Background: an optimization exercise with open tools, aiming at small area. Do not read the settings as production practice.
Where RTL was checked, it was by simulation tests only, not by an equivalence proof against the original.
Only the layout flow was run in runs 1 and 2; the RTL was not checked for function there.
No activity file was given, so power comes from the tool's default toggle rates.

[flow/design.v]
module frameCounter (
    input  logic Clk, Reset,
    input  logic fre,
    output logic changeFrame,
    output logic tick
);
    logic [3:0] a;
    logic       b;
    logic [2:0] c;
    always_ff @(posedge Clk) begin
        if (Reset) begin
            a <= 4'd0;
            b <= 1'b0;
            c <= 3'd0;
            changeFrame <= 1'b0;
        end else if (fre) begin
            changeFrame <= b;
            if (a == 4'd9) begin
                a <= 4'd0;
                b <= ~b;
                if (b) c <= (c == 3'd5) ? 3'd0 : c + 3'd1;
            end else
                a <= a + 4'd1;
        end
    end
    assign tick = (a == 4'd9) & b & (c == 3'd5);
endmodule
module health (
    input  logic       Clk, Reset,
    input  logic       fre, tick, hit_en,
    output logic [2:0] health_out,
    output logic       game_over
);
    always_ff @(posedge Clk) begin
        if (Reset)
            health_out <= 3'd5;
        else if (fre & tick & hit_en & ~game_over)
            health_out <= health_out - 3'd1;
    end
    assign game_over = (health_out == 3'd0);
endmodule
module enemy_health4 (
    input  logic       Clk, Reset,
    input  logic       fre, tick,
    input  logic [3:0] enemy_hit_en, is_enemy_shield,
    output logic [3:0] dead,
    output logic       all_dead
);
    logic [3:0][2:0] h;
    always_ff @(posedge Clk) begin
        for (int i = 0; i < 4; i++) begin
            if (Reset)
                h[i] <= (i == 3) ? 3'd7 : 3'd5;
            else if (fre & tick & enemy_hit_en[i] & ~is_enemy_shield[i] & ~dead[i])
                h[i] <= h[i] - 3'd1;
        end
    end
    always_comb
        for (int i = 0; i < 4; i++) dead[i] = (h[i] == 3'd0);
    assign all_dead = &dead;
endmodule
module platform (
    input  logic [9:0]  DrawX, DrawY,
    input  logic [13:0] left_bound,
    output logic        is_platform
);
    function automatic logic [13:0] C(input int k);
        case (k)
            0: C = 14'd0;     1: C = 14'd400;   2: C = 14'd500;   3: C = 14'd750;
            4: C = 14'd870;   5: C = 14'd910;   6: C = 14'd1000;  7: C = 14'd1200;
            8: C = 14'd1330;  9: C = 14'd1650;  10: C = 14'd2000; 11: C = 14'd2050;
            12: C = 14'd2200; 13: C = 14'd2600; 14: C = 14'd3100; default: C = 14'd4479;
        endcase
    endfunction
    function automatic logic [9:0] TOPK(input int k);
        case (k)
            0: TOPK = 10'd300;  1: TOPK = 10'd400;  2: TOPK = 10'd300;  3: TOPK = 10'd225;
            4: TOPK = 10'd150;  5: TOPK = 10'd180;  6: TOPK = 10'd280;  7: TOPK = 10'd380;
            8: TOPK = 10'd440;  9: TOPK = 10'd340;  10: TOPK = 10'd380; 11: TOPK = 10'd280;
            12: TOPK = 10'd220; 13: TOPK = 10'd340; default: TOPK = 10'd440;
        endcase
    endfunction
    function automatic logic ge14(input logic [13:0] a, input logic [13:0] b);
        logic c;
        c = 1'b1;
        for (int i = 0; i < 14; i++) c = (a[i] & ~b[i]) | (a[i] & c) | (~b[i] & c);
        ge14 = c;
    endfunction
    logic [13:0] sx;
    always_comb begin
        logic c;
        c = 1'b0;
        for (int i = 0; i < 14; i++) begin
            logic a;
            a = (i < 10) ? DrawX[i] : 1'b0;
            sx[i] = a ^ left_bound[i] ^ c;
            c = (a & left_bound[i]) | (c & (a ^ left_bound[i]));
        end
    end
    logic [15:0] past;
    always_comb begin
        for (int k = 0; k < 16; k++) past[k] = ge14(sx, C(k));
        is_platform = 1'b0;
        for (int k = 0; k < 15; k++)
            if (past[k] && !past[k+1] && ge14(14'(DrawY), 14'(TOPK(k)))) is_platform = 1'b1;
    end
endmodule
module ball4 (
    input  logic        Clk, Reset,
    input  logic        fre,             
    input  logic        game_over,
    input  logic [7:0]  keycode,
    input  logic [10:0] dxp, dxm,        
    input  logic        dxlo,            
    input  logic [10:0] dyp, dym,        
    input  logic        dylo,            
    input  logic [3:0]  near,            
    input  logic [3:0]  enemy_shield,
    output logic        is_ball,
    output logic        is_shield, is_punch,
    output logic [3:0]  is_attack,
    output logic [13:0] player_location, Ball_X, Ball_Y, left_bound,
    output logic        ball_direction,
    output logic        can_move
);
    function automatic logic le14(input logic [13:0] a, input logic [13:0] b);
        logic c;
        c = 1'b1;
        for (int i = 0; i < 14; i++) c = (~a[i] & b[i]) | (~a[i] & c) | (b[i] & c);
        le14 = c;
    endfunction
    function automatic logic [13:0] add14(input logic [13:0] a, input logic [13:0] b, input logic ci);
        logic c;
        c = ci;
        for (int i = 0; i < 14; i++) begin
            add14[i] = a[i] ^ b[i] ^ c;
            c = (a[i] & b[i]) | (c & (a[i] ^ b[i]));
        end
    endfunction
    function automatic logic [13:0] C(input int k);
        case (k)
            0: C = 14'd0;     1: C = 14'd400;   2: C = 14'd500;   3: C = 14'd750;
            4: C = 14'd870;   5: C = 14'd910;   6: C = 14'd1000;  7: C = 14'd1200;
            8: C = 14'd1330;  9: C = 14'd1650;  10: C = 14'd2000; 11: C = 14'd2050;
            12: C = 14'd2200; 13: C = 14'd2600; 14: C = 14'd3100; default: C = 14'd4479;
        endcase
    endfunction
    function automatic logic [8:0] TOPK(input int k);
        case (k)
            0: TOPK = 9'd300;  1: TOPK = 9'd400;  2: TOPK = 9'd300;  3: TOPK = 9'd225;
            4: TOPK = 9'd150;  5: TOPK = 9'd180;  6: TOPK = 9'd280;  7: TOPK = 9'd380;
            8: TOPK = 9'd440;  9: TOPK = 9'd340;  10: TOPK = 9'd380; 11: TOPK = 9'd280;
            12: TOPK = 9'd220; 13: TOPK = 9'd340; default: TOPK = 9'd440;
        endcase
    endfunction
    function automatic logic [8:0] BOTK(input int k);
        case (k)
            0: BOTK = 9'd350;  1: BOTK = 9'd450;  2: BOTK = 9'd350;  3: BOTK = 9'd275;
            4: BOTK = 9'd200;  5: BOTK = 9'd230;  6: BOTK = 9'd330;  7: BOTK = 9'd430;
            8: BOTK = 9'd479;  9: BOTK = 9'd390;  10: BOTK = 9'd430; 11: BOTK = 9'd330;
            12: BOTK = 9'd370; 13: BOTK = 9'd390; default: BOTK = 9'd479;
        endcase
    endfunction
    logic [13:0] X, P, LB;
    logic [8:0]  Y;
    logic        f;                      
    logic [3:0]  top_i, tl_i, tr_i;      
    logic        dir, shield, attack;
    logic [3:0]  hit;
    logic [13:0] X_n, P_n, LB_n;
    logic [8:0]  Y_n;
    logic        f_n;
    logic [3:0]  top_n, tl_n, tr_n;
    logic        dir_n, shield_n, attack_n;
    logic [3:0]  hit_n;
    always_ff @(posedge Clk) begin
        if (Reset) begin
            X <= 14'd320; P <= 14'd320; LB <= 14'd0; Y <= 9'd270; f <= 1'b0;
            top_i <= 4'd0; tl_i <= 4'd0; tr_i <= 4'd0;
            dir <= 1'b1; shield <= 1'b0; attack <= 1'b0; hit <= 4'b0;
        end else begin
            X <= X_n; P <= P_n; LB <= LB_n; Y <= Y_n; f <= f_n;
            top_i <= top_n; tl_i <= tl_n; tr_i <= tr_n;
            dir <= dir_n; shield <= shield_n; attack <= attack_n; hit <= hit_n;
        end
    end
    logic fe, kl, kr, kj, ks, ka;
    assign fe = fre & ~game_over;
    assign kl = (keycode == 8'd4);
    assign kr = (keycode == 8'd7);
    assign kj = (keycode == 8'd26);
    assign ks = (keycode == 8'd22);
    assign ka = (keycode == 8'd44);
    logic [14:0] below, landing;     
    logic [14:0] yb;                 
    always_comb
        for (int k = 0; k < 15; k++) begin
            below[k]   = ~le14(14'(TOPK(k) - 9'd31), 14'(Y));
            landing[k] = ~le14(14'(Y), 14'(TOPK(k) - 9'd37));
            yb[k]      = ~le14(14'(Y), 14'(TOPK(k) - 9'd30)) & ~le14(14'(BOTK(k) + 9'd30), 14'(Y));
        end
    logic [8:0] tv;
    assign tv = TOPK(int'(top_i));
    logic [8:0] yadd;                    
    assign yadd = Y + ((kj && ~below[top_i]) ? 9'd312 : 9'd6);
    logic [8:0] land_y;                 
    always_comb begin
        land_y = 9'd0;
        for (int k = 0; k < 16; k++) if (top_i == 4'(k)) land_y = TOPK(k) - 9'd31;
    end
    logic [3:0]  sP;
    always_comb begin
        sP = 4'd0;
        for (int k = 1; k < 16; k++)
            if (le14(C(k), P)) sP = 4'(k);
    end
    logic [13:0] cs, cn, gap, plw, prw;    
    logic [10:0] d, e;                   
    always_comb begin
        cs = 14'd0; cn = 14'd0; gap = 14'd0; plw = 14'd0; prw = 14'd0;
        for (int k = 0; k < 16; k++)
            if (sP == 4'(k)) begin
                cs = C(k); cn = C(k + 1); gap = C(k + 1) - C(k);
                plw = C(k) + 14'd21; prw = C(k + 1) - 14'd21;
            end
    end
    assign d = 11'(add14(P, ~cs, 1'b1));
    assign e = 11'(add14(gap, ~{3'd0, d}, 1'b1));
    logic collL, collR;
    logic [2:0] dl, er;
    always_comb begin
        collL = (sP >= 4'd1) && (sP <= 4'd14) && le14(14'd20, 14'(d)) && le14(14'(d), 14'd26) && yb[sP - 4'd1];
        collR = (sP <= 4'd13) && le14(14'd21, 14'(e)) && le14(14'(e), 14'd26) && yb[sP + 4'd1];
        dl = d[2:0] - 3'd4;              
        er = e[2:0] - 3'd5;              
    end
    logic lb0, lbnear, rbend, c3, d2, d3;
    assign lb0    = (LB == 14'd0);
    assign lbnear = le14(LB, 14'd6) || le14(14'd8198, LB);
    assign rbend  = f ? (LB == 14'd3839) : (LB == 14'd3840);
    assign c3     = rbend && ~le14(P, 14'd4160);
    assign d2     = f ? (le14(14'd3833, LB) && le14(LB, 14'd15737)) : (le14(14'd3834, LB) && le14(LB, 14'd15738));
    assign d3     = lb0 && ~le14(14'd320, P);
    logic p4166, p315;
    assign p4166 = ~le14(14'd4166, P);   
    assign p315  = le14(14'd315, P);     
    always_comb begin
        can_move = 1'b0;
        if (fe) begin
            if (kl) begin
                if (lb0) can_move = 1'b1;
                else if (lbnear) can_move = 1'b0;
                else if (c3) can_move = ~(~collL && p4166);
            end
            if (kr) begin
                if (rbend) can_move = 1'b1;
                else if (d2) can_move = 1'b0;
                else if (d3) can_move = ~(~collR && p315);
            end
        end
    end
    logic [3:0] w;
    logic       lb_add, lb_set0, lb_setR;
    always_comb begin
        w = 4'd0; lb_add = 1'b0; lb_set0 = 1'b0; lb_setR = 1'b0;
        if (kl) begin
            if (lb0) ;
            else if (lbnear) lb_set0 = ~collL;
            else if (c3) begin
                lb_add = ~collL && p4166;
                w = {1'b0, P[2:0]} - 4'd6;
            end else begin
                lb_add = 1'b1;
                w = collL ? 4'd1 - {1'b0, dl} : -4'sd6;
            end
        end
        if (kr) begin
            if (rbend) ;
            else if (d2) lb_setR = ~collR;
            else if (d3) begin
                lb_add = ~collR && p315;
                w = P[3:0] - 4'd10;
            end else begin
                lb_add = 1'b1;
                w = collR ? {1'b0, er} : 4'd6;
            end
        end
    end
    logic xle21, xre;
    assign xle21 = le14(X, 14'd21);
    assign xre   = le14(14'd618, X) && le14(X, 14'd16363);
    logic [5:0]  xa;                     
    logic [13:0] xs, ps, pm;             
    always_comb begin
        if (kl) xa = collL ? -6'sd21 - {3'd0, dl} : -6'sd6;
        else    xa = collR ? 6'd20 + {3'd0, er} : 6'd6;
    end
    assign xs = add14(X, {{8{xa[5]}}, xa}, 1'b0);
    assign ps = add14(P, kl ? -14'sd6 : 14'd6, 1'b0);
    assign pm = {ps[13:8] - 6'd15, ps[7:0]};
    always_comb begin
        X_n = X; P_n = P; LB_n = LB; Y_n = Y; f_n = f;
        top_n = top_i; tl_n = tl_i; tr_n = tr_i;
        dir_n = dir; shield_n = shield; attack_n = attack; hit_n = hit;
        if (fe) begin
            shield_n = ks;
            attack_n = ka;
            hit_n = near & ~enemy_shield & {4{attack}};
            if (kj) begin
                if (~below[top_i] && Y <= 9'd200)
                    Y_n = 9'd30;
                else
                    Y_n = yadd;
            end else if (landing[top_i])
                Y_n = land_y;
            else if (below[top_i] && below[tl_i] && below[tr_i])
                Y_n = yadd;
            if (kl | kr) begin
                dir_n = kr;
                if (can_move) begin
                    if (kl ? (~collL && xle21) : (~collR && xre))
                        X_n = kl ? 14'd20 : 14'd619;
                    else
                        X_n = xs;
                end else if (kl ? (lbnear && !lb0 && !collL) : (d2 && !rbend && !collR))
                    X_n = kl ? ps : pm;
                else
                    X_n = 14'd320;
                if (kl ? collL : collR)
                    P_n = kl ? plw : prw;
                else if (can_move && (kl ? xle21 : xre))
                    P_n = kl ? 14'd20 : 14'd4453;
                else
                    P_n = ps;
                if (lb_set0) begin LB_n = 14'd0; f_n = 1'b0; end
                if (lb_setR) begin LB_n = 14'd3839; f_n = 1'b1; end
                if (lb_add) LB_n = add14(LB, {{10{w[3]}}, w}, 1'b0);
                if (sP != 4'd15) top_n = sP;
                if (le14(14'd15, P) && ~le14(14'd4494, P))
                    tl_n = (sP == 4'd15) ? 4'd14 : (sP != 4'd0 && d < 11'd15) ? sP - 4'd1 : sP;
                if (~le14(14'd4464, P))
                    tr_n = (e <= 11'd15) ? sP + 4'd1 : sP;
                else if (le14(14'd16369, P))
                    tr_n = 4'd0;
            end
        end
    end
    assign is_ball = le14(X, 14'(dxp)) && (dxlo || le14(14'(dxm), X)) &&
                     le14(14'(Y), 14'(dyp)) && (dylo || le14(14'(dym), 14'(Y)));
    assign player_location = P;
    assign Ball_X          = X;
    assign Ball_Y          = {5'd0, Y};
    assign left_bound      = LB;
    assign ball_direction  = dir;
    assign is_shield       = shield;
    assign is_punch        = attack;
    assign is_attack       = {4{attack & ~game_over}} & (fe ? (near & ~enemy_shield) : hit);
endmodule
module enemy4 (
    input  logic        Clk, Reset,
    input  logic        fre,
    input  logic [10:0] dxp, dxm,        
    input  logic        dxlo,            
    input  logic [10:0] dyp, dym,        
    input  logic        dylo,            
    input  logic [7:0]  keycode,
    input  logic [13:0] Ball_X,
    input  logic        can_move,
    input  logic [13:0] player_location,
    input  logic        hit_en,
    input  logic [3:0]  dead,
    output logic [3:0]  is_enemy, is_enemy_shield, is_enemy_attack, direction, near,
    output logic [55:0] enemy_location, Enemy_X, Enemy_Y
);
    function automatic logic [14:0] add15(input logic [14:0] a, input logic [14:0] b, input logic ci);
        logic c;
        c = ci;
        for (int i = 0; i < 15; i++) begin
            add15[i] = a[i] ^ b[i] ^ c;
            c = (a[i] & b[i]) | (c & (a[i] ^ b[i]));
        end
    endfunction
    logic [13:0] P;
    assign P = player_location;
    logic kany, k4, k7;
    assign kany = (keycode == 8'd0) || (keycode == 8'd22) || (keycode == 8'd44) || (keycode == 8'd26);
    assign k4 = (keycode == 8'd4);
    assign k7 = (keycode == 8'd7);
    logic plo20, phi20;
    assign plo20 = (player_location < 14'd20);
    assign phi20 = (player_location >= 14'd16364);
    for (genvar i = 0; i < 4; i++) begin : g
        enemy_unit #(.IDX(i)) u (
            .Clk(Clk), .Reset(Reset), .fre(fre),
            .dxp(dxp), .dxm(dxm), .dxlo(dxlo), .dyp(dyp), .dym(dym), .dylo(dylo),
            .P(P), .BX(Ball_X),
            .cmL(can_move | k7 | kany), .cmR(can_move | k4 | kany),
            .plo20(plo20), .phi20(phi20), .hit_en(hit_en), .dead(dead[i]),
            .is_enemy(is_enemy[i]), .shield(is_enemy_shield[i]), .attack_hit(is_enemy_attack[i]),
            .dir(direction[i]), .near(near[i]),
            .L(enemy_location[14*i +: 14]), .X(Enemy_X[14*i +: 14]), .Y(Enemy_Y[14*i +: 14])
        );
    end
endmodule
module enemy_unit #(parameter int IDX = 0) (
    input  logic        Clk, Reset, fre,
    input  logic [10:0] dxp, dxm,
    input  logic        dxlo,
    input  logic [10:0] dyp, dym,
    input  logic        dylo,
    input  logic [13:0] P, BX,
    input  logic        cmL, cmR,
    input  logic        plo20, phi20,
    input  logic        hit_en, dead,
    output logic        is_enemy, shield, attack_hit, dir, near,
    output logic [13:0] L, X, Y
);
    localparam int B0 = (IDX == 0) ? 20  : (IDX == 1) ? 1023 : (IDX == 2) ? 2220 : 3121;
    localparam int B1 = (IDX == 0) ? 375 : (IDX == 1) ? 1627 : (IDX == 2) ? 2800 : 4453;
    localparam int LS = (IDX == 0) ? 120 : (IDX == 1) ? 1500 : (IDX == 2) ? 2400 : 3800;
    localparam int LW = (IDX == 0) ? 9 : (IDX == 1) ? 11 : (IDX == 2) ? 12 : 13;
    function automatic logic le15(input logic [14:0] a, input logic [14:0] b);
        logic c;
        c = 1'b1;
        for (int i = 0; i < 15; i++) c = (~a[i] & b[i]) | (~a[i] & c) | (b[i] & c);
        le15 = c;
    endfunction
    function automatic logic [14:0] add15(input logic [14:0] a, input logic [14:0] b, input logic ci);
        logic c;
        c = ci;
        for (int i = 0; i < 15; i++) begin
            add15[i] = a[i] ^ b[i] ^ c;
            c = (a[i] & b[i]) | (c & (a[i] ^ b[i]));
        end
    endfunction
    function automatic logic [13:0] add14(input logic [13:0] a, input logic [13:0] b, input logic ci);
        logic c;
        c = ci;
        for (int i = 0; i < 14; i++) begin
            add14[i] = a[i] ^ b[i] ^ c;
            c = (a[i] & b[i]) | (c & (a[i] ^ b[i]));
        end
    endfunction
    function automatic logic [4:0] ytest(input logic [8:0] y, input int tv);
        ytest[4] = ~le15(15'(tv - 1), 15'(y));
        ytest[3] = ~le15(15'(tv - 2), 15'(y));
        ytest[2] = ~le15(15'(y), 15'(tv - 31));
        ytest[1] = ~le15(15'(y), 15'(tv - 37));
        ytest[0] = le15(15'(tv - 31), 15'(y));
    endfunction
    logic [LW-1:0] l, l_n;
    logic [13:0]   x, x_n;
    logic [8:0]    y, yr, y_n;
    logic          yl;                   
    logic          m, m_n;               
    logic [1:0]    t, t_n;               
    logic          nm, nm_n;             
    logic          sh, at, ht, dr, sh_n, at_n, ht_n, dr_n;
    logic [1:0]    lm3, lm3_n;           
    always_ff @(posedge Clk) begin
        if (Reset) begin
            l <= LW'(LS); x <= 14'(LS); yr <= 9'd449; yl <= 1'b0; m <= 1'b0; t <= 2'd0;
            nm <= 1'b0; sh <= 1'b0; at <= 1'b0; ht <= 1'b0; dr <= (IDX == 0);
            lm3 <= 2'(LS % 3);
        end else if (fre) begin
            lm3 <= lm3_n;
            l <= l_n; x <= x_n; yr <= y_n; yl <= 1'b1; m <= m_n; t <= t_n;
            nm <= nm_n; sh <= sh_n; at <= at_n; ht <= ht_n; dr <= dr_n;
        end
    end
    assign y = (IDX == 0) ? (yl ? 9'd269 : 9'd449) : yr;
    logic [8:0] tv;
    logic [4:0] yt;
    always_comb begin
        tv = 9'd300; yt = ytest(y, 300);
        if (IDX == 1) begin
            tv = (t == 2'd1) ? 9'd280 : (t == 2'd2) ? 9'd380 : (t == 2'd3) ? 9'd440 : 9'd300;
            yt = (t == 2'd1) ? ytest(y, 280) : (t == 2'd2) ? ytest(y, 380) : (t == 2'd3) ? ytest(y, 440) : ytest(y, 300);
        end
        if (IDX == 2) begin
            tv = (t == 2'd1) ? 9'd220 : (t == 2'd2) ? 9'd340 : 9'd300;
            yt = (t == 2'd1) ? ytest(y, 220) : (t == 2'd2) ? ytest(y, 340) : ytest(y, 300);
        end
        if (IDX == 3) begin
            tv = t[0] ? 9'd440 : 9'd300;
            yt = t[0] ? ytest(y, 440) : ytest(y, 300);
        end
    end
    logic [8:0] land_y;                  
    always_comb begin
        land_y = 9'd269;
        if (IDX == 1) land_y = (t == 2'd1) ? 9'd249 : (t == 2'd2) ? 9'd349 : (t == 2'd3) ? 9'd409 : 9'd269;
        if (IDX == 2) land_y = (t == 2'd1) ? 9'd189 : (t == 2'd2) ? 9'd309 : 9'd269;
        if (IDX == 3) land_y = t[0] ? 9'd409 : 9'd269;
    end
    always_comb begin
        t_n = t;
        if (IDX == 1) t_n = (l < 11'd1200) ? 2'd1 : (l < 11'd1330) ? 2'd2 : 2'd3;
        if (IDX == 2) begin
            if (l >= 12'd2201 && l <= 12'd2598) t_n = 2'd1;
            if (l >= 12'd2601 && l <= 12'd3098) t_n = 2'd2;
        end
        if (IDX == 3) t_n = 2'd1;
    end
    logic ml, mr, az, in320, in340;
    logic [14:0] D;                      
    assign D = add15(15'(l), ~{1'b0, P}, 1'b1);
    if (IDX == 0) begin : g0
        logic ln20, ln30, plo30, phi30;
        assign ln20  = (l < 9'd20);
        assign ln30  = (l < 9'd30);
        assign plo30 = (P < 14'd30);
        assign phi30 = (P >= 14'd16354);
        function automatic logic ge(input logic signed [14:0] d, input int c, input int n);
            if (n >= 1) ge = 1'b0;
            else if (n <= -2) ge = 1'b1;
            else if (n == 0) ge = (d >= $signed(15'(c)));
            else ge = (d >= $signed(15'(c - 16384)));
        endfunction
        int wp20p, wp20m, wp30p, wp30m, wl20, wl30;
        always_comb begin
            wp20p = phi20 ? 1 : 0;  wp20m = plo20 ? -1 : 0;
            wp30p = phi30 ? 1 : 0;  wp30m = plo30 ? -1 : 0;
            wl20  = ln20 ? -1 : 0;  wl30  = ln30 ? -1 : 0;
        end
        logic le_p20_l20, ge_p20_lm20, le_m20_l20, ge_m20_lm20;
        logic le_p30_l30, ge_p30_lm30, le_m30_l30, ge_m30_lm30;
        always_comb begin
            le_p20_l20  = ge(D, 0, -wp20p);                   
            ge_p20_lm20 = ~ge(D, 41, wl20 - wp20p);           
            le_m20_l20  = ge(D, -40, -wp20m);                 
            ge_m20_lm20 = ~ge(D, 1, wl20 - wp20m);            
            le_p30_l30  = ge(D, 0, -wp30p);
            ge_p30_lm30 = ~ge(D, 61, wl30 - wp30p);
            le_m30_l30  = ge(D, -60, -wp30m);
            ge_m30_lm30 = ~ge(D, 1, wl30 - wp30m);
            ml = ~ge_p20_lm20;                                
            mr = ~le_m20_l20;                                 
            az = ge_p20_lm20 | le_m20_l20;
            near = ((le_p20_l20 & ge_p20_lm20) | (le_m20_l20 & ge_m20_lm20)) &
                   ((le_p30_l30 & ge_p30_lm30) | (le_m30_l30 & ge_m30_lm30));
            in320 = (D[13:0] <= 14'd320);
            in340 = (D[13:0] >= 14'd16044) && (D[13:0] <= 14'd16364);
        end
    end else begin : g1
        logic c_gt, c_lt;
        assign c_gt  = ~D[14] & ~le15(D, 15'd40);             
        assign c_lt  = D[14] & ~le15(15'h7FD8, D);            
        assign ml    = phi20 | c_gt;
        assign mr    = plo20 | c_lt;
        assign az    = ~(plo20 | phi20);
        assign near  = ~c_gt & ~c_lt;
        assign in320 = ~phi20 & ~D[14] & le15(D, 15'd320);           
        assign in340 = ~plo20 & D[14] & le15(15'h7EAC, D);           
    end
    logic jw, cw;
    always_comb begin
        jw = 1'b0; cw = 1'b0;
        if (IDX == 1) begin
            jw = (l >= 1020 && l <= 1026) || (l >= 1220 && l <= 1226) || (l >= 1350 && l <= 1356);
            cw = (l >= 1020 && l <= 1024 && y > 150 && y < 260) ||
                 (l >= 1220 && l <= 1224 && y > 250 && y < 360) ||
                 (l >= 1350 && l <= 1354 && y > 350 && y < 460);
        end
        if (IDX == 2) begin
            jw = (l >= 2220 && l <= 2226) || (l >= 2620 && l <= 2626);
            cw = (l >= 2220 && l <= 2224 && y > 250 && y < 360) ||
                 (l >= 2620 && l <= 2624 && y > 190 && y < 400);
        end
        if (IDX == 3) begin
            jw = (l >= 3120 && l <= 3126);
            cw = (l >= 3120 && l <= 3124 && y > 310 && y < 420);
        end
    end
    logic s1, s2;                        
    assign s1 = nm & (lm3 == 2'd2);
    assign s2 = nm & (lm3 == 2'd0);
    logic [1:0]  la;                     
    logic        selk2;                  
    logic        xc;                     
    logic [13:0] xcv;
    logic [8:0]  ya;                     
    logic        yc;                     
    logic [8:0]  ycv;
    always_comb begin
        la = 2'd0; selk2 = 1'b0; xc = 1'b0; xcv = 14'd0;
        dr_n = dr;
        nm_n = 1'b1;
        m_n = (IDX == 0) ? yt[4] : yt[3];
        ya = m ? 9'd6 : 9'd0; yc = 1'b0; ycv = land_y;
        if (m ? yt[1] : yt[2]) begin     
            m_n = 1'b0;
            yc = 1'b1;
        end
        if (m ? (y <= 9'd37) : (y <= 9'd31)) m_n = 1'b1;
        if (ml) begin
            dr_n = 1'b0;
            nm_n = 1'b0;
            if (l >= LW'(B0)) begin
                if (IDX == 0 && cmL && P <= 14'd319 && l <= LW'(21)) begin
                    xc = 1'b1; xcv = 14'd20; la = 2'd3;
                end else begin
                    la = 2'd1;
                    if (!(cmL && !cw)) begin
                        if (in320) selk2 = 1'b1;
                        else begin xc = 1'b1; xcv = 14'd662; end
                    end
                end
                if (jw) begin
                    if (yt[0]) begin
                        if (y <= 9'd200) begin yc = 1'b1; ycv = 9'd30; end
                        else begin yc = 1'b0; ya = -9'sd200; end
                    end else begin
                        yc = 1'b0; ya = 9'd6;
                    end
                end
            end
        end
        if (mr) begin
            dr_n = 1'b1;
            nm_n = 1'b0;
            xc = 1'b0; selk2 = 1'b0;
            if (l <= LW'(B1)) begin
                la = 2'd2;
                if (!cmR) begin
                    if (in340) selk2 = 1'b1;
                    else begin xc = 1'b1; xcv = 14'd15745; end
                end
            end else
                la = 2'd0;
        end
        if (IDX == 0) m_n = yl & ~m;
    end
    logic [13:0] xsum;
    assign xsum = add14(selk2 ? 14'd320 : BX, D[13:0], 1'b0);
    always_comb begin
        case (la)
            2'd1:    begin l_n = l - LW'(4); lm3_n = (lm3 == 2'd0) ? 2'd2 : lm3 - 2'd1; end
            2'd2:    begin l_n = l + LW'(4); lm3_n = (lm3 == 2'd2) ? 2'd0 : lm3 + 2'd1; end
            2'd3:    begin l_n = LW'(20);    lm3_n = 2'd2; end
            default: begin l_n = l;          lm3_n = lm3; end
        endcase
        x_n = x;
        if (ml | mr) x_n = xc ? xcv : xsum;
        y_n = yc ? ycv : y + ya;
    end
    assign sh_n = az & s1;
    assign at_n = az & s2;
    assign ht_n = near & hit_en & at & ~dead & (l >= LW'(B0)) & (l <= LW'(B1));
    assign is_enemy = le15({1'b0, x}, 15'(dxp)) && (dxlo || le15(15'(dxm), {1'b0, x})) &&
                      le15(15'(y), 15'(dyp)) && (dylo || le15(15'(dym), 15'(y))) && ~dead;
    assign shield     = sh;
    assign attack_hit = at & ht;
    assign dir        = dr;
    assign L          = 14'(l);
    assign X          = x;
    assign Y          = {5'd0, y};
endmodule
module game_core (
    input  logic        Clk,
    input  logic        Reset,           
    input  logic        frame_clk,       
    input  logic [7:0]  keycode,
    input  logic [9:0]  DrawX,
    input  logic [9:0]  DrawY,
    output logic        is_ball,
    output logic [3:0]  is_enemy,
    output logic        is_platform,
    output logic        is_shield,
    output logic        is_punch,
    output logic [3:0]  is_attack,
    output logic [13:0] player_location,
    output logic [13:0] Ball_X,
    output logic [13:0] Ball_Y,
    output logic        ball_direction,
    output logic [55:0] enemy_loc,
    output logic [55:0] Enemy_X,
    output logic [55:0] Enemy_Y,
    output logic [3:0]  enemy_direction,
    output logic [3:0]  is_enemy_shield,
    output logic [3:0]  is_enemy_attack,
    output logic [2:0]  health_out,
    output logic        game_over,
    output logic [3:0]  dead,
    output logic        all_dead,
    output logic        changeFrame,
    output logic [13:0] left_bound
);
    logic frame_clk_delayed, fre;
    always_ff @(posedge Clk) begin
        frame_clk_delayed <= frame_clk;
        fre <= frame_clk & ~frame_clk_delayed;
    end
    logic       tick, can_move;
    logic [3:0] near;
    logic [10:0] dxp, dxm, dyp, dym;
    logic        dxlo, dylo;
    assign dxp  = {1'b0, DrawX} + 11'd20;
    assign dxm  = {1'b0, DrawX} - 11'd20;
    assign dxlo = (DrawX < 10'd20);
    assign dyp  = {1'b0, DrawY} + 11'd30;
    assign dym  = {1'b0, DrawY} - 11'd30;
    assign dylo = (DrawY < 10'd30);
    frameCounter frame_count (
        .Clk(Clk), .Reset(Reset), .fre(fre), .changeFrame(changeFrame), .tick(tick)
    );
    ball4 ball_instance (
        .Clk(Clk), .Reset(Reset), .fre(fre), .game_over(game_over), .keycode(keycode),
        .dxp(dxp), .dxm(dxm), .dxlo(dxlo), .dyp(dyp), .dym(dym), .dylo(dylo), .near(near), .enemy_shield(is_enemy_shield),
        .is_ball(is_ball), .is_shield(is_shield), .is_punch(is_punch), .is_attack(is_attack),
        .player_location(player_location), .Ball_X(Ball_X), .Ball_Y(Ball_Y),
        .left_bound(left_bound), .ball_direction(ball_direction), .can_move(can_move)
    );
    enemy4 enemy (
        .Clk(Clk), .Reset(Reset), .fre(fre), .dxp(dxp), .dxm(dxm), .dxlo(dxlo), .dyp(dyp), .dym(dym), .dylo(dylo),
        .keycode(keycode), .Ball_X(Ball_X), .can_move(can_move), .player_location(player_location),
        .hit_en(~is_shield), .dead(dead), .is_enemy(is_enemy), .is_enemy_shield(is_enemy_shield),
        .is_enemy_attack(is_enemy_attack), .direction(enemy_direction), .near(near),
        .enemy_location(enemy_loc), .Enemy_X(Enemy_X), .Enemy_Y(Enemy_Y)
    );
    platform plat (
        .DrawX(DrawX), .DrawY(DrawY), .left_bound(left_bound), .is_platform(is_platform)
    );
    health player_health (
        .Clk(Clk), .Reset(Reset), .fre(fre), .tick(tick), .hit_en(|is_enemy_attack),
        .health_out(health_out), .game_over(game_over)
    );
    enemy_health4 enemy_health (
        .Clk(Clk), .Reset(Reset), .fre(fre), .tick(tick), .enemy_hit_en(is_attack),
        .is_enemy_shield(is_enemy_shield), .dead(dead), .all_dead(all_dead)
    );
endmodule
[flow/flow/run.sh]
#!/bin/bash
# Own layout flow: the standard synthesis; then the combinational logic of
# the synthesized netlist is re-mapped for area with ABC (flip-flops are kept
# as they are: same instances, names and cells; several ABC random seeds are
# tried in parallel and the smallest netlist is kept); then the standard
# layout from floorplan to the final layout, with the smallest buffer on each
# port.  Each tool's output goes to a log file of its own in this folder.
set -euo pipefail
here=$(pwd)
flowdir=$here/flow
results=$here/orfs/results/${FLOW_PLATFORM}/game_core/base
lib=$FLOW_HOME/platforms/${FLOW_PLATFORM}/lib/sky130_fd_sc_hd__tt_025C_1v80.lib
yosys_bin=$FLOW_HOME/../tools/install/yosys/bin/yosys
[ -x "$yosys_bin" ] || yosys_bin=yosys
seeds="1 2 3 4 5 6"
dstime=150

# 1. standard synthesis
bash standard.sh synth > $here/log_1_synth.txt 2>&1

# 2. area re-mapping of the combinational logic
cp $results/1_2_yosys.v $here/remap_in.v
du=""
for c in $(cat $flowdir/dontuse.txt); do du="$du -dont_use $c"; done
printf 'set_driving_cell sky130_fd_sc_hd__buf_1\nset_load 5\n' > $here/remap_abc.constr
for s in $seeds; do
  sed "s/@SEED@/$s/; s/@TIME@/$dstime/" $flowdir/remap.abc > $here/remap_$s.abc
  cat > $here/remap_$s.ys <<EOY
read_liberty -ignore_miss_func $lib
blackbox $(tr '\n' ' ' < $flowdir/seqcells.txt) sky130_fd_sc_hd__conb_1
read_verilog $here/remap_in.v
hierarchy -top $FLOW_TOP
rename -hide c:_*
flatten
opt_clean -purge
abc -liberty $lib $du -script $here/remap_$s.abc -constr $here/remap_abc.constr
opt_clean -purge
hilomap -singleton -hicell sky130_fd_sc_hd__conb_1 HI -locell sky130_fd_sc_hd__conb_1 LO
splitnets
opt_clean -purge
insbuf -buf sky130_fd_sc_hd__buf_4 A X
opt_clean -purge
tee -o $here/remap_stat_$s.txt stat -liberty $lib
write_verilog -noattr -noexpr -nohex -nodec $here/remap_out_$s.v
EOY
  $yosys_bin -s $here/remap_$s.ys > $here/log_2_remap_$s.txt 2>&1 &
done
wait
best=""; bestarea=""
for s in $seeds; do
  a=$(sed -n "s/.*Chip area for module.*: \([0-9.]*\).*/\1/p" $here/remap_stat_$s.txt 2>/dev/null | head -1)
  [ -n "$a" ] || continue
  if [ -z "$best" ] || awk "BEGIN{exit !($a < $bestarea)}"; then best=$s; bestarea=$a; fi
done
echo "remap: seed $best area $bestarea" > $here/log_2_remap_choice.txt
[ -n "$best" ]
cp $here/remap_out_$best.v $results/1_2_yosys.v
touch $results/1_2_yosys.v

# 3. standard layout from the re-mapped netlist
bash standard.sh BUFFER_PORTS_ARGS="-buffer_cell sky130_fd_sc_hd__buf_1" finish > $here/log_3_layout.txt 2>&1
[flow/flow/dontuse.txt]
sky130_fd_sc_hd__probe_p_8 sky130_fd_sc_hd__probec_p_8 sky130_fd_sc_hd__lpflow_bleeder_1 sky130_fd_sc_hd__lpflow_clkbufkapwr_1 sky130_fd_sc_hd__lpflow_clkbufkapwr_16 sky130_fd_sc_hd__lpflow_clkbufkapwr_2 sky130_fd_sc_hd__lpflow_clkbufkapwr_4 sky130_fd_sc_hd__lpflow_clkbufkapwr_8 sky130_fd_sc_hd__lpflow_clkinvkapwr_1 sky130_fd_sc_hd__lpflow_clkinvkapwr_16 sky130_fd_sc_hd__lpflow_clkinvkapwr_2 sky130_fd_sc_hd__lpflow_clkinvkapwr_4 sky130_fd_sc_hd__lpflow_clkinvkapwr_8 sky130_fd_sc_hd__lpflow_decapkapwr_12 sky130_fd_sc_hd__lpflow_decapkapwr_3 sky130_fd_sc_hd__lpflow_decapkapwr_4 sky130_fd_sc_hd__lpflow_decapkapwr_6 sky130_fd_sc_hd__lpflow_decapkapwr_8 sky130_fd_sc_hd__lpflow_inputiso0n_1 sky130_fd_sc_hd__lpflow_inputiso0p_1 sky130_fd_sc_hd__lpflow_inputiso1n_1 sky130_fd_sc_hd__lpflow_inputiso1p_1 sky130_fd_sc_hd__lpflow_inputisolatch_1 sky130_fd_sc_hd__lpflow_isobufsrc_1 sky130_fd_sc_hd__lpflow_isobufsrc_16 sky130_fd_sc_hd__lpflow_isobufsrc_2 sky130_fd_sc_hd__lpflow_isobufsrc_4 sky130_fd_sc_hd__lpflow_isobufsrc_8 sky130_fd_sc_hd__lpflow_isobufsrckapwr_16 sky130_fd_sc_hd__lpflow_lsbuf_lh_hl_isowell_tap_1 sky130_fd_sc_hd__lpflow_lsbuf_lh_hl_isowell_tap_2 sky130_fd_sc_hd__lpflow_lsbuf_lh_hl_isowell_tap_4 sky130_fd_sc_hd__lpflow_lsbuf_lh_isowell_4 sky130_fd_sc_hd__lpflow_lsbuf_lh_isowell_tap_1 sky130_fd_sc_hd__lpflow_lsbuf_lh_isowell_tap_2 sky130_fd_sc_hd__lpflow_lsbuf_lh_isowell_tap_4
[flow/flow/remap.abc]
strash
dc2
&get -n
&deepsyn -T @TIME@ -S @SEED@
&put
dch -f
amap -F 10 -A 20
topo
stime -c
[flow/flow/seqcells.txt]
sky130_fd_sc_hd__dfbbn_1
sky130_fd_sc_hd__dfbbn_2
sky130_fd_sc_hd__dfbbp_1
sky130_fd_sc_hd__dfrbp_1
sky130_fd_sc_hd__dfrbp_2
sky130_fd_sc_hd__dfrtn_1
sky130_fd_sc_hd__dfrtp_1
sky130_fd_sc_hd__dfrtp_2
sky130_fd_sc_hd__dfrtp_4
sky130_fd_sc_hd__dfsbp_1
sky130_fd_sc_hd__dfsbp_2
sky130_fd_sc_hd__dfstp_1
sky130_fd_sc_hd__dfstp_2
sky130_fd_sc_hd__dfstp_4
sky130_fd_sc_hd__dfxbp_1
sky130_fd_sc_hd__dfxbp_2
sky130_fd_sc_hd__dfxtp_1
sky130_fd_sc_hd__dfxtp_2
sky130_fd_sc_hd__dfxtp_4
sky130_fd_sc_hd__dlclkp_1
sky130_fd_sc_hd__dlclkp_2
sky130_fd_sc_hd__dlclkp_4
sky130_fd_sc_hd__dlrbn_1
sky130_fd_sc_hd__dlrbn_2
sky130_fd_sc_hd__dlrbp_1
sky130_fd_sc_hd__dlrbp_2
sky130_fd_sc_hd__dlrtn_1
sky130_fd_sc_hd__dlrtn_2
sky130_fd_sc_hd__dlrtn_4
sky130_fd_sc_hd__dlrtp_1
sky130_fd_sc_hd__dlrtp_2
sky130_fd_sc_hd__dlrtp_4
sky130_fd_sc_hd__dlxbn_1
sky130_fd_sc_hd__dlxbn_2
sky130_fd_sc_hd__dlxbp_1
sky130_fd_sc_hd__dlxtn_1
sky130_fd_sc_hd__dlxtn_2
sky130_fd_sc_hd__dlxtn_4
sky130_fd_sc_hd__dlxtp_1
sky130_fd_sc_hd__edfxbp_1
sky130_fd_sc_hd__edfxtp_1
sky130_fd_sc_hd__lpflow_inputisolatch_1
sky130_fd_sc_hd__sdfbbn_1
sky130_fd_sc_hd__sdfbbn_2
sky130_fd_sc_hd__sdfbbp_1
sky130_fd_sc_hd__sdfrbp_1
sky130_fd_sc_hd__sdfrbp_2
sky130_fd_sc_hd__sdfrtn_1
sky130_fd_sc_hd__sdfrtp_1
sky130_fd_sc_hd__sdfrtp_2
sky130_fd_sc_hd__sdfrtp_4
sky130_fd_sc_hd__sdfsbp_1
sky130_fd_sc_hd__sdfsbp_2
sky130_fd_sc_hd__sdfstp_1
sky130_fd_sc_hd__sdfstp_2
sky130_fd_sc_hd__sdfstp_4
sky130_fd_sc_hd__sdfxbp_1
sky130_fd_sc_hd__sdfxbp_2
sky130_fd_sc_hd__sdfxtp_1
sky130_fd_sc_hd__sdfxtp_2
sky130_fd_sc_hd__sdfxtp_4
sky130_fd_sc_hd__sdlclkp_1
sky130_fd_sc_hd__sdlclkp_2
sky130_fd_sc_hd__sdlclkp_4
sky130_fd_sc_hd__sedfxbp_1
sky130_fd_sc_hd__sedfxbp_2
sky130_fd_sc_hd__sedfxtp_1
sky130_fd_sc_hd__sedfxtp_2
sky130_fd_sc_hd__sedfxtp_4
[flow/standard.sh]
#!/bin/bash
# synth_recipe.tcl (not shown) runs the flow's synth.tcl, then flattens the netlist and writes it again
# the make line also repeats each setting of config.mk as NAME=value (left out here)
make -C /OpenROAD-flow-scripts/flow DESIGN_CONFIG=/design/flow/config.mk WORK_HOME=/design/flow/orfs CLKGATE_MAP_FILE= SYNTH_SCRIPT=/design/flow/synth_recipe.tcl "${@:-finish}"
[flow/config.mk]
export PLATFORM = sky130hd
export DESIGN_NAME = game_core
export DESIGN_NICKNAME = game_core
export VERILOG_FILES = /design/flow/design.v
export SDC_FILE = /design/flow/constraint.sdc
export NUM_CORES = 8
export LEC_CHECK = 0
export ABC_AREA = 1
export CAP_MARGIN = 20
export CORE_MARGIN = 2
export CORE_UTILIZATION = 45
export CTS_CLUSTER_DIAMETER = 100
export CTS_CLUSTER_SIZE = 20
export PLACE_DENSITY = 0.6
export SLEW_MARGIN = 20
[flow/constraint.sdc]
create_clock -name core_clock -period 25.0 [get_ports {Clk}]
set_input_delay 5.0000 -clock core_clock [delete_from_list [all_inputs] [get_ports {Clk}]]
set_output_delay 5.0000 -clock core_clock [all_outputs]
set_load 0.01 [all_outputs]
==> results of run 1 <==
## power groups by stage
stage,logic (uW),registers [uW],clock network (uW)
global placement,258,462,0
finish,265,454,316
CTS,257,451,318
detailed placement,256,461,0
global route,289,455,330
floorplan,174,453,0
## area by class of cell
type	instances	area, um^2
multi-input combinational	2711	14500
fill	5204	23800
clock inverter	7	71.3
tap	615	769
sequential	253	5060
timing repair buffer	300	1350
inverter	483	1810
clock buffer	21	482
## worst register-to-register path: cells and delay by family (launching register included)
family | cells | cell delay, ps
and+or+nand+nor | 21 | 4770
buffers and inverters | 12 | 3040
AOI/OAI and AO/OA | 19 | 3730
DFF | 1 | 300
## registers in the layout, summed over array words and instances, names as in the netlist, 8 cells and up
| name | cells |
|---|---|
| enemy.g.u.l | 37 |
| enemy.g.u.lm3 | 8 |
| ball_instance.P | 14 |
| ball_instance.Y | 9 |
| enemy_health.h | 12 |
| enemy.g.u.yr | 27 |
| ball_instance.LB | 14 |
| enemy.g.u.x | 56 |
| ball_instance.X | 14 |
## through the flow
stage	std cells	setup WS [ps]	util (%)	hold WS [ps]
floorplan	3535	11320	-	367
global placement	4361	9960	49.2	372
detailed placement	4361	10040	49.2	375
CTS	4389	10010	50.3	387
global route	4390	9410	50.3	424
finish	4390	9890	50.3	385
## path summary, 6_finish.rpt
| kind | start | to | slack [ps] | cells after the start |
|---|---|---|---|---|
| worst max register to register | ball_instance.P[12]$_SDFFE_PP0P_ | ball_instance.LB[12]$_SDFFE_PP0P_ | 13070 | 52 |
| worst max-delay path | DrawX[2] | is_platform | 9890 | 29 |
| worst min-delay path | frame_clk_delayed$_DFF_P_ | fre$_DFF_P_ | 380 | 1 |
| worst min register to register | frame_clk_delayed$_DFF_P_ | fre$_DFF_P_ | 380 | 1 |
## metal layers
layer	up-vias	wire length, um	part of all wire, %	track usage [%]
li1	13400	-	-	-
met1	13200	43000	40	53.4
met2	1777	45500	43	61.8
met3	329	12100	11	9.78
met4	2	6030	5.6	20.0
met5	-	13	0.012	0
==> results.py, run 1 <==
metrics = {
    "run_status": {
        "outcome": "complete, no violations",
    },
    "layout": {
        "drive_gt1_share_pct": 2.38,
        "num-nets-final": 3798,
        "final_cell_mix": "688 x nor2_1, 482 x clkinv_1, 356 x o21ai_0, 301 x a21oi_1, 260 x nand2_1",
        "postLayoutCellArea_mm2": 0.0241,
        "layout_commonest_cell": "nor2_1",
        "antenna_cells": 0,
        "syn_to_final_growth_pct": 10.0,
    },
    "placement": {
        "dpl_cell_area_mm2": 0.0235,
        "place_hpwl_um": 83900,
        "routabilityCongestion": 1.05,
        "portBuffers": 240,
    },
    "timing": {
        "hold_violations": 0,
        "min_period_ps": 15110,
        "drv_slew": 0,
        "layout_worst_path_cycle_share_pct": 60.4,
        "setup-tns-final_ps": 0,
        "maxSlewHeadroom_pct": 16.8,
        "finalClockSkew_ps": 30.8,
        "setup_viol": 0,
        "fmax_mhz": 66.2,
        "tightest_slew_ps": 1240,
        "rsz0062_at_grt": "no",
    },
    "route": {
        "wl_per_cell_um": 24.3,
        "route.detailed.drc": 0,
        "vias": 28700,
        "antenna_left": 0,
        "postRouteWirelength_um": 107000,
        "dr.pass1.iters": 9,
        "vias_per_cell": 6.53,
        "detail_route.iter0.violations": 3801,
    },
    "pwr": {
        "power_uw": 1030,
        "p_int_uw": 641,
        "pwr-share-clk_pct": 30.5,
        "pwr-share-seq_pct": 43.8,
        "power.switching_uw": 394,
        "power_density_mw_per_mm2": 42.9,
        "power_frac_comb_pct": 25.6,
        "peakVddDrop_mv": 0.0525,
        "leakage_uw": 0.00794,
        "p_sw_share_pct": 38.1,
    },
    "floorplan": {
        "dieArea_mm2": 0.0504,
        "io_pins": 290,
        "start_util_pct": 45.8,
        "fp.dieH_um": 225,
        "die_w_um": 225,
        "fp-row-count": 80,
        "design.core.area_mm2": 0.0478,
    },
    "yosys": {
        "netlist_area_mm2": 0.0219,
        "synth_warnings": 10,
        "syn-mean-instance-area_um2": 6.28,
        "syn_inst": 3488,
    },
    "clock_tree": {
        "cts_tree": "yes",
        "htree_levels": 1,
        "post_cts_buffers": 0,
        "cts_resized": 0,
        "cts-buffers-inserted": 18,
        "cts-root-buf": "clkbuf_16",
        "hold_buffers": 0,
        "cts_buffer_depth": 3,
        "clk_pin_slew_worst_paths_ps": 80,
        "clock_sinks": 253,
        "clk_latency_ps": 580,
    },
    "global_route": {
        "antenna_found_initial": 1,
        "gr-usage-all-layers_pct": 40.5,
        "gr-total-overflow": 0,
        "grt_pass1_wl_um": 157000,
        "grt_max_degree": 52,
        "grt_pass1_vias": 25300,
    },
    "critical_path": {
        "crit_fanout": 17,
        "max_stage_delay_ps": 560,
        "worst_path_max_delay_cell": "a21oi_1",
        "crit_required_ps": 20000,
        "crit_path_start_kind": "primary input",
        "worstSetupPathType": "in -> out",
        "crit_family": "compound AO/OA/AOI/OAI gates",
        "critPathMostFrequentCell": "nor2_1",
        "critical_path_arrival_ps": 10110,
        "path_buf_inv": 4,
        "endpoint_kind": "output pin",
    },
    "job": {
        "maxCapViolations": 0,
    },
    "worst_hold_path": {
        "holdCritPathClass": "reg -> reg",
    },
}
==> run 2, diff against run 1 <==
--- a/flow/config.mk
+++ b/flow/config.mk
@@ -9,7 +9,7 @@
 export CAP_MARGIN = 20
 export CORE_MARGIN = 2
 export CORE_UTILIZATION = 45
-export CTS_CLUSTER_DIAMETER = 100
-export CTS_CLUSTER_SIZE = 20
+export CTS_CLUSTER_DIAMETER = 80
+export CTS_CLUSTER_SIZE = 25
 export PLACE_DENSITY = 0.6
 export SLEW_MARGIN = 20
==> run 2 against run 1 <==
Still clean on timing, DRC and antenna. Die area about the same. Clock skew increased by 8.3 ps. Area after synthesis about the same. Combinational power decreased by 17%. Setup slack improved by 610 ps. Via count increased by 0.48%. Register-to-register slack got worse by 830 ps. Wire length decreased by 1.7%. Flip-flop and latch count unchanged. Hold slack about the same. Count of clock-buffer cells in the layout increased by 5. Critical path type unchanged. Critical endpoint unchanged. Largest cell class unchanged.
==> results.py, run 2 <==
metrics = {
    "run_status": {
        "outcome": "complete, no violations",
    },
    "placement": {
        "routabilityCongestion": 1.06,
        "portBuffers": 240,
        "place_hpwl_um": 82500,
        "dpl_cell_area_mm2": 0.0235,
    },
    "critical_path": {
        "cp-startpoint": "DrawX[1]",
        "max_stage_delay_ps": 350,
        "regToRegSetupSlack_ps": 12240,
        "critPathMostFrequentCell": "nor2_1",
        "crit_required_ps": 20000,
        "crit_fanout": 9,
        "rr_endpoint": "ball_instance.X[12]$_SDFFE_PP0P_",
        "critical_path_arrival_ps": 9500,
        "reg2reg_from": "ball_instance.P[13]$_SDFFE_PP0P_",
        "worstSetupPathType": "in -> out",
        "worst_path_max_delay_cell": "clkinv_1",
        "endpoint_kind": "output pin",
        "crit_path_start_kind": "primary input",
        "reg2reg_depth": 54,
    },
    "timing": {
        "tightest_slew_ps": 1180,
        "hold_ws_ps": 385,
        "setup-tns-final_ps": 0,
        "setup_viol": 0,
        "fmax_mhz": 69.0,
        "rsz0062_at_grt": "no",
        "drv_slew": 0,
        "layout_worst_path_cycle_share_pct": 58.0,
        "maxSlewHeadroom_pct": 20.5,
        "hold_violations": 0,
        "finalClockSkew_ps": 39.1,
        "min_period_ps": 14500,
    },
    "pwr": {
        "p_int_uw": 699,
        "p_sw_share_pct": 36.7,
        "pwr-share-seq_pct": 40.6,
        "power_density_mw_per_mm2": 45.3,
        "pwr-share-clk_pct": 39.4,
        "power_uw": 1100,
        "leakage_uw": 0.00807,
        "power.switching_uw": 405,
        "peakVddDrop_mv": 0.0525,
        "power_frac_comb_pct": 20.0,
    },
    "global_route": {
        "grt_pass1_vias": 25600,
        "use_met3_pct": 9.01,
        "grt_use_met2_pct": 61.3,
        "grt_pass1_wl_um": 155000,
        "grtUsageMet1_pct": 52.1,
        "busiest_layer": "met2",
        "grt_max_degree": 52,
        "gr-total-overflow": 0,
        "gr-usage-all-layers_pct": 39.8,
        "antenna_found_initial": 1,
    },
    "layout": {
        "num-nets-final": 3818,
        "nFillCells": 5198,
        "final_cell_mix": "650 x nor2_1, 496 x clkinv_1, 425 x o21ai_0, 288 x nand2_1, 281 x a21oi_1",
        "syn_to_final_growth_pct": 11.4,
        "antenna_cells": 0,
        "postLayoutCellArea_mm2": 0.0244,
        "regMostFlops": "enemy.g.u.x",
        "reg_top3": "enemy.g.u.x: 56 flops, enemy.g.u.l: 37 flops, enemy.g.u.yr: 27 flops",
        "largest_reg_flops": 56,
        "layout_commonest_cell": "nor2_1",
        "drive_gt1_share_pct": 2.60,
    },
    "worst_hold_path": {
        "whs_path_depth": 1,
        "holdCritPathClass": "reg -> reg",
        "whs_endpoint": "fre$_DFF_P_",
        "min-delay-start": "frame_clk_delayed$_DFF_P_",
    },
    "clock_tree": {
        "cts_tree": "yes",
        "clock_sinks": 253,
        "cts-root-buf": "clkbuf_16",
        "cts_resized": 0,
        "clk_pin_slew_worst_paths_ps": 80,
        "htree_levels": 1,
        "clk_latency_ps": 600,
        "cts_buffer_depth": 3,
        "post_cts_buffers": 0,
        "hold_buffers": 0,
        "cts-buffers-inserted": 25,
    },
    "floorplan": {
        "dieArea_mm2": 0.0505,
        "design.core.area_mm2": 0.0479,
        "die_w_um": 225,
        "start_util_pct": 45.7,
        "fp-row-count": 80,
        "fp.dieH_um": 225,
        "io_pins": 290,
    },
    "route": {
        "wl_per_cell_um": 23.7,
        "vias_per_cell": 6.52,
        "vias": 28800,
        "dr.pass1.iters": 6,
        "detail_route.iter0.violations": 4005,
        "route.detailed.drc": 0,
        "postRouteWirelength_um": 105000,
        "antenna_left": 0,
    },
    "job": {
        "maxCapViolations": 0,
    },
    "yosys": {
        "syn-mean-instance-area_um2": 6.24,
        "syn_inst": 3511,
        "synth_warnings": 10,
        "netlist_area_mm2": 0.0219,
    },
}
==> run 2: changes by cell type in the layout (fill, tap and decap cells not counted), sizes merged, moves of 13 or more <==
cell	change
o21ai	+70
nor2	-38
nor3	-31
nand2	+28
o22ai	+26
o211ai	-22
nand3	+21
a21oi	-20
clkinv	+15
o21a	-13
==> run 2: power groups by stage <==
stage / combinational (uW) / clock, uW / sequential, uW
floorplan: 146 / 0 / 449
global route: 241 / 452 / 450
global placement: 215 / 0 / 456
detailed placement: 213 / 0 / 456
finish: 221 / 435 / 448
CTS: 214 / 439 / 446
==> run 2: metrics by stage <==
stage | util, % | worst slack (ps) | instances
finish | 50.9 | 10500 | 4421
detailed placement | 49.0 | 10590 | 4375
global placement | 49.0 | 10590 | 4375
floorplan | - | 11760 | 3558
global route | 50.9 | 9860 | 4421
CTS | 50.9 | 10580 | 4421
==> run 2: worst max-delay path by stage <==
stage             endpoint  slack [ps]  depth (start not counted)
2_1_floorplan  is_platform       11760                         25
3_3_place_gp   is_platform       10590                         27
3_5_place_dp   is_platform       10590                         27
4_1_cts        is_platform       10580                         27
5_1_grt        is_platform        9860                         27
6_report       is_platform       10500                         27
==> run 2: final cells by class <==
class                           count  area [um^2]  share of cell area [%]
Clock inverter                     20          284                    1.16
Clock buffer                       26          639                    2.62
Inverter                          497         1870                    7.64
Tap cell                          615          769                    3.15
Timing Repair Buffer              290         1280                    5.24
Multi-Input combinational cell   2720        14500                    59.4
Sequential cell                   253         5060                    20.8
==> run 2: critical path, delay by kind of cell <==
kind	cells	cell delay, ps
buffers and inverters	4	1010
AO/OA/AOI/OAI	11	2120
AND/OR/NAND/NOR	12	1390
==> run 2: metal layers <==
| layer | part of all wire [%] | vias up |
|---|---|---|
| li1 | - | 13400 |
| met1 | 40 | 13200 |
| met2 | 42 | 1844 |
| met3 | 12 | 352 |
| met4 | 6.0 | 2 |
| met5 | 0.012 | - |
==> run 3, diff against run 2 <==
--- a/flow/design.v
+++ b/flow/design.v
@@ -9,21 +9,22 @@
     logic [2:0] c;
     always_ff @(posedge Clk) begin
         if (Reset) begin
-            a <= 4'd0;
+            a <= 4'd15;
             b <= 1'b0;
             c <= 3'd0;
-            changeFrame <= 1'b0;
         end else if (fre) begin
-            changeFrame <= b;
             if (a == 4'd9) begin
                 a <= 4'd0;
                 b <= ~b;
                 if (b) c <= (c == 3'd5) ? 3'd0 : c + 3'd1;
-            end else
+            end else if (a == 4'd15)
+                a <= 4'd0;
+            else
                 a <= a + 4'd1;
         end
     end
-    assign tick = (a == 4'd9) & b & (c == 3'd5);
+    assign changeFrame = b;
+    assign tick = (a == 4'd8) & b & (c == 3'd5);
 endmodule
 module health (
     input  logic       Clk, Reset,
@@ -382,6 +383,11 @@
     endfunction
     logic [13:0] P;
     assign P = player_location;
+    logic seen;
+    always_ff @(posedge Clk) begin
+        if (Reset) seen <= 1'b0;
+        else if (fre) seen <= 1'b1;
+    end
     logic kany, k4, k7;
     assign kany = (keycode == 8'd0) || (keycode == 8'd22) || (keycode == 8'd44) || (keycode == 8'd26);
     assign k4 = (keycode == 8'd4);
@@ -393,7 +399,7 @@
         enemy_unit #(.IDX(i)) u (
             .Clk(Clk), .Reset(Reset), .fre(fre),
             .dxp(dxp), .dxm(dxm), .dxlo(dxlo), .dyp(dyp), .dym(dym), .dylo(dylo),
-            .P(P), .BX(Ball_X),
+            .P(P), .BX(Ball_X), .seen(seen),
             .cmL(can_move | k7 | kany), .cmR(can_move | k4 | kany),
             .plo20(plo20), .phi20(phi20), .hit_en(hit_en), .dead(dead[i]),
             .is_enemy(is_enemy[i]), .shield(is_enemy_shield[i]), .attack_hit(is_enemy_attack[i]),
@@ -409,6 +415,7 @@
     input  logic [10:0] dyp, dym,
     input  logic        dylo,
     input  logic [13:0] P, BX,
+    input  logic        seen,
     input  logic        cmL, cmR,
     input  logic        plo20, phi20,
     input  logic        hit_en, dead,
@@ -451,7 +458,6 @@
     logic [LW-1:0] l, l_n;
     logic [13:0]   x, x_n;
     logic [8:0]    y, yr, y_n;
-    logic          yl;                   
     logic          m, m_n;               
     logic [1:0]    t, t_n;               
     logic          nm, nm_n;             
@@ -459,16 +465,16 @@
     logic [1:0]    lm3, lm3_n;           
     always_ff @(posedge Clk) begin
         if (Reset) begin
-            l <= LW'(LS); x <= 14'(LS); yr <= 9'd449; yl <= 1'b0; m <= 1'b0; t <= 2'd0;
+            l <= LW'(LS); x <= 14'(LS); yr <= 9'd449; m <= 1'b0; t <= 2'd0;
             nm <= 1'b0; sh <= 1'b0; at <= 1'b0; ht <= 1'b0; dr <= (IDX == 0);
             lm3 <= 2'(LS % 3);
         end else if (fre) begin
             lm3 <= lm3_n;
-            l <= l_n; x <= x_n; yr <= y_n; yl <= 1'b1; m <= m_n; t <= t_n;
+            l <= l_n; x <= x_n; yr <= y_n; m <= m_n; t <= t_n;
             nm <= nm_n; sh <= sh_n; at <= at_n; ht <= ht_n; dr <= dr_n;
         end
     end
-    assign y = (IDX == 0) ? (yl ? 9'd269 : 9'd449) : yr;
+    assign y = (IDX == 0) ? (seen ? 9'd269 : 9'd449) : yr;
     logic [8:0] tv;
     logic [4:0] yt;
     always_comb begin
@@ -482,8 +488,8 @@
             yt = (t == 2'd1) ? ytest(y, 220) : (t == 2'd2) ? ytest(y, 340) : ytest(y, 300);
         end
         if (IDX == 3) begin
-            tv = t[0] ? 9'd440 : 9'd300;
-            yt = t[0] ? ytest(y, 440) : ytest(y, 300);
+            tv = seen ? 9'd440 : 9'd300;
+            yt = seen ? ytest(y, 440) : ytest(y, 300);
         end
     end
     logic [8:0] land_y;                  
@@ -491,7 +497,7 @@
         land_y = 9'd269;
         if (IDX == 1) land_y = (t == 2'd1) ? 9'd249 : (t == 2'd2) ? 9'd349 : (t == 2'd3) ? 9'd409 : 9'd269;
         if (IDX == 2) land_y = (t == 2'd1) ? 9'd189 : (t == 2'd2) ? 9'd309 : 9'd269;
-        if (IDX == 3) land_y = t[0] ? 9'd409 : 9'd269;
+        if (IDX == 3) land_y = seen ? 9'd409 : 9'd269;
     end
     always_comb begin
         t_n = t;
@@ -500,7 +506,6 @@
             if (l >= 12'd2201 && l <= 12'd2598) t_n = 2'd1;
             if (l >= 12'd2601 && l <= 12'd3098) t_n = 2'd2;
         end
-        if (IDX == 3) t_n = 2'd1;
     end
     logic ml, mr, az, in320, in340;
     logic [14:0] D;                      
@@ -629,7 +634,7 @@
             end else
                 la = 2'd0;
         end
-        if (IDX == 0) m_n = yl & ~m;
+        if (IDX == 0) m_n = seen & ~m;
     end
     logic [13:0] xsum;
     assign xsum = add14(selk2 ? 14'd320 : BX, D[13:0], 1'b0);
==> flow/flow/run.sh (replaced) <==
#!/bin/bash
# Own layout flow: the standard synthesis; then the combinational logic of
# the synthesized netlist is re-mapped for area with ABC (flip-flops are kept
# as they are: same instances, names and cells; several ABC random seeds are
# tried in parallel and the smallest netlist is kept); then the standard
# layout from floorplan to the final layout, with the smallest buffer on each
# port.  Each tool's output goes to a log file of its own in this folder.
set -euo pipefail
here=$(pwd)
flowdir=$here/flow
results=$here/orfs/results/${FLOW_PLATFORM}/game_core/base
lib=$FLOW_HOME/platforms/${FLOW_PLATFORM}/lib/sky130_fd_sc_hd__tt_025C_1v80.lib
yosys_bin=$FLOW_HOME/../tools/install/yosys/bin/yosys
[ -x "$yosys_bin" ] || yosys_bin=yosys

# 1. standard synthesis
bash standard.sh synth > $here/log_1_synth.txt 2>&1

# 2. area re-mapping of the combinational logic, in two passes; each pass
#    tries several ABC seeds in parallel and keeps the smallest netlist
du=""
for c in $(cat $flowdir/dontuse.txt); do du="$du -dont_use $c"; done
printf 'set_driving_cell sky130_fd_sc_hd__buf_1\nset_load 5\n' > $here/remap_abc.constr
remap_pass() {  # remap_pass NAME INPUT.v DSTIME SEEDS... ; leaves the best as NAME_best.v
  local name=$1 input=$2 dstime=$3; shift 3
  local s
  for s in "$@"; do
    sed "s/@SEED@/$s/; s/@TIME@/$dstime/" $flowdir/remap.abc > $here/${name}_$s.abc
    cat > $here/${name}_$s.ys <<EOY
read_liberty -ignore_miss_func $lib
blackbox $(tr '\n' ' ' < $flowdir/seqcells.txt)
read_verilog $input
hierarchy -top $FLOW_TOP
rename -hide c:_*
flatten
opt_clean -purge
abc -liberty $lib $du -script $here/${name}_$s.abc -constr $here/remap_abc.constr
opt_clean -purge
hilomap -singleton -hicell sky130_fd_sc_hd__conb_1 HI -locell sky130_fd_sc_hd__conb_1 LO
splitnets
opt_clean -purge
insbuf -buf sky130_fd_sc_hd__buf_4 A X
opt_clean -purge
tee -o $here/${name}_stat_$s.txt stat -liberty $lib
write_verilog -noattr -noexpr -nohex -nodec $here/${name}_out_$s.v
EOY
    $yosys_bin -s $here/${name}_$s.ys > $here/log_2_${name}_$s.txt 2>&1 &
  done
  wait
  local best="" bestarea="" a
  for s in "$@"; do
    a=$(sed -n "s/.*Chip area for module.*: \([0-9.]*\).*/\1/p" $here/${name}_stat_$s.txt 2>/dev/null | head -1)
    [ -n "$a" ] || continue
    if [ -z "$best" ] || awk "BEGIN{exit !($a < $bestarea)}"; then best=$s; bestarea=$a; fi
  done
  echo "$name: seed $best area $bestarea" >> $here/log_2_remap_choice.txt
  [ -n "$best" ]
  cp $here/${name}_out_$best.v $here/${name}_best.v
}
cp $results/1_2_yosys.v $here/remap_in.v
remap_pass remap1 $here/remap_in.v 240 1 2 3 4 5 6 7 8
remap_pass remap2 $here/remap1_best.v 120 11 12 13 14 15 16
cp $here/remap2_best.v $results/1_2_yosys.v
touch $results/1_2_yosys.v

# 3. standard layout from the re-mapped netlist
bash standard.sh BUFFER_PORTS_ARGS="-buffer_cell sky130_fd_sc_hd__buf_1" finish > $here/log_3_layout.txt 2>&1
--- a/flow/config.mk
+++ b/flow/config.mk
@@ -6,10 +6,10 @@
 export NUM_CORES = 8
 export LEC_CHECK = 0
 export ABC_AREA = 1
-export CAP_MARGIN = 20
+export CAP_MARGIN = 10
 export CORE_MARGIN = 2
 export CORE_UTILIZATION = 45
-export CTS_CLUSTER_DIAMETER = 80
-export CTS_CLUSTER_SIZE = 25
+export CTS_CLUSTER_DIAMETER = 100
+export CTS_CLUSTER_SIZE = 20
 export PLACE_DENSITY = 0.6
-export SLEW_MARGIN = 20
+export SLEW_MARGIN = 10
==> run 3 against run 2 <==
Synthesized cell count decreased by 1.3%. Hold slack improved by 0.50 ps. Sequential power is 1% higher. Final area shrank 2.5%. Critical endpoint unchanged. Largest cell class unchanged. Largest power group unchanged. Highest routed layer unchanged.
==> results.py, run 3 <==
metrics = {
    "run_status": {
        "outcome": "complete, no violations",
    },
    "global_route": {
        "grt_max_degree": 58,
        "gr-usage-all-layers_pct": 41.7,
        "grt_pass1_wl_um": 160000,
        "grt_pass1_vias": 26400,
        "gr-total-overflow": 0,
        "antenna_found_initial": 2,
    },
    "clock_tree": {
        "cts-root-buf": "clkbuf_16",
        "htree_levels": 1,
        "clock_sinks": 252,
        "post_cts_buffers": 0,
        "cts-buffers-inserted": 19,
        "clk_latency_ps": 560,
        "cts_buffer_depth": 3,
        "cts_resized": 0,
        "hold_buffers": 0,
        "cts_tree": "yes",
        "clk_pin_slew_worst_paths_ps": 70,
    },
    "yosys": {
        "synth_warnings": 11,
        "syn_inst": 3464,
        "syn-mean-instance-area_um2": 6.25,
        "netlist_area_mm2": 0.0217,
    },
    "critical_path": {
        "endpoint_kind": "output pin",
        "worst_path_max_delay_cell": "buf_1",
        "critPathMostFrequentCell": "nor2_1",
        "max_stage_delay_ps": 520,
        "crit_fanout": 14,
        "crit_required_ps": 20000,
        "crit_path_start_kind": "primary input",
        "path_buf_inv": 4,
        "critical_path_arrival_ps": 10130,
        "crit_family": "compound AO/OA/AOI/OAI gates",
        "worstSetupPathType": "in -> out",
    },
    "timing": {
        "setup_viol": 0,
        "finalClockSkew_ps": 26.3,
        "tightest_slew_ps": 1360,
        "hold_violations": 0,
        "setup-tns-final_ps": 0,
        "maxSlewHeadroom_pct": 8.34,
        "fmax_mhz": 66.1,
        "rsz0062_at_grt": "no",
        "min_period_ps": 15130,
        "drv_slew": 0,
        "layout_worst_path_cycle_share_pct": 60.5,
    },
    "floorplan": {
        "design.core.area_mm2": 0.0476,
        "die_w_um": 223,
        "dieArea_mm2": 0.0499,
        "fp.dieH_um": 223,
        "start_util_pct": 45.4,
        "fp-row-count": 80,
        "io_pins": 290,
    },
    "route": {
        "vias_per_cell": 6.70,
        "vias": 29200,
        "detail_route.iter0.violations": 3406,
        "route.detailed.drc": 0,
        "postRouteWirelength_um": 109000,
        "dr.pass1.iters": 8,
        "wl_per_cell_um": 25.0,
        "antenna_left": 0,
    },
    "layout": {
        "final_cell_mix": "662 x nor2_1, 507 x clkinv_1, 399 x o21ai_0, 303 x a21oi_1, 259 x nand2_1",
        "largest_reg_flops": 56,
        "fin_cells": 4352,
        "layout_commonest_cell": "nor2_1",
        "regMostFlops": "enemy.g.u.x",
        "syn_to_final_growth_pct": 9.87,
        "postLayoutCellArea_mm2": 0.0238,
        "num-nets-final": 3759,
        "fin_util_pct": 49.9,
        "drive_gt1_share_pct": 2.03,
        "reg_top3": "enemy.g.u.x: 56 flops, enemy.g.u.l: 37 flops, enemy.g.u.yr: 27 flops",
        "antenna_cells": 0,
    },
    "pwr": {
        "peakVddDrop_mv": 0.0516,
        "power_density_mw_per_mm2": 47.4,
        "leakage_uw": 0.00789,
    },
    "job": {
        "maxCapViolations": 0,
    },
    "placement": {
        "dpl_cell_area_mm2": 0.0232,
        "dp_cells": 4322,
        "routabilityCongestion": 1.05,
        "portBuffers": 240,
        "place_hpwl_um": 85300,
    },
    "worst_hold_path": {
        "holdCritPathClass": "reg -> reg",
    },
}
[run 3: cell type report]
| type | count | area (um^2) |
|---|---|---|
| tap | 615 | 769 |
| clock inverter | 8 | 115 |
| inverter | 508 | 1910 |
| fill | 5114 | 23900 |
| clock buffer | 22 | 497 |
| timing repair buffer | 285 | 1240 |
| sequential | 252 | 5040 |
| multi-input combinational | 2662 | 14200 |
[run 3: final timing paths]
check	slack, ps	to	cells past startpoint	from
worst max-delay path	9870	is_platform	26	DrawX[2]
worst min-delay path	390	fre$_DFF_P_	1	frame_clk_delayed$_DFF_P_
worst max register to register	12110	ball_instance.X[13]$_SDFFE_PP0P_	55	ball_instance.P[13]$_SDFFE_PP0P_
worst min register to register	390	fre$_DFF_P_	1	frame_clk_delayed$_DFF_P_
[run 3: power breakdown]
part | switching (uW) | internal [uW] | leakage (uW) | total [uW]
Combinational | 239 | 94.4 | 0.00554 | 334
Sequential | 35.9 | 418 | 0.00205 | 454
Clock | 181 | 159 | 0.000299 | 339
Total | 456 | 671 | 0.00789 | 1130
[run 3: through the flow]
step	worst slack, ps	hold slack (ps)	power (uW)
global placement	10240	373	779
finish	9870	386	1130
detailed placement	10160	377	781
floorplan	11730	367	663
CTS	10120	388	1110
global route	9450	393	1160
[run 3: metal layers]
layer  wire, um  global-route usage [%]
met5         13                       0
met2      47000                    65.1
met4       7910                    26.4
met3      12100                    7.88
met1      41800                    52.9

Setup slack of run 3, layout unchanged: 9.866 ns with ideal ports, 9.840 ns with driving cells assumed (clock clkbuf_16, inputs buf_2), 9.840 ns with port delays also shifted by the 0.613 ns mid clock arrival.
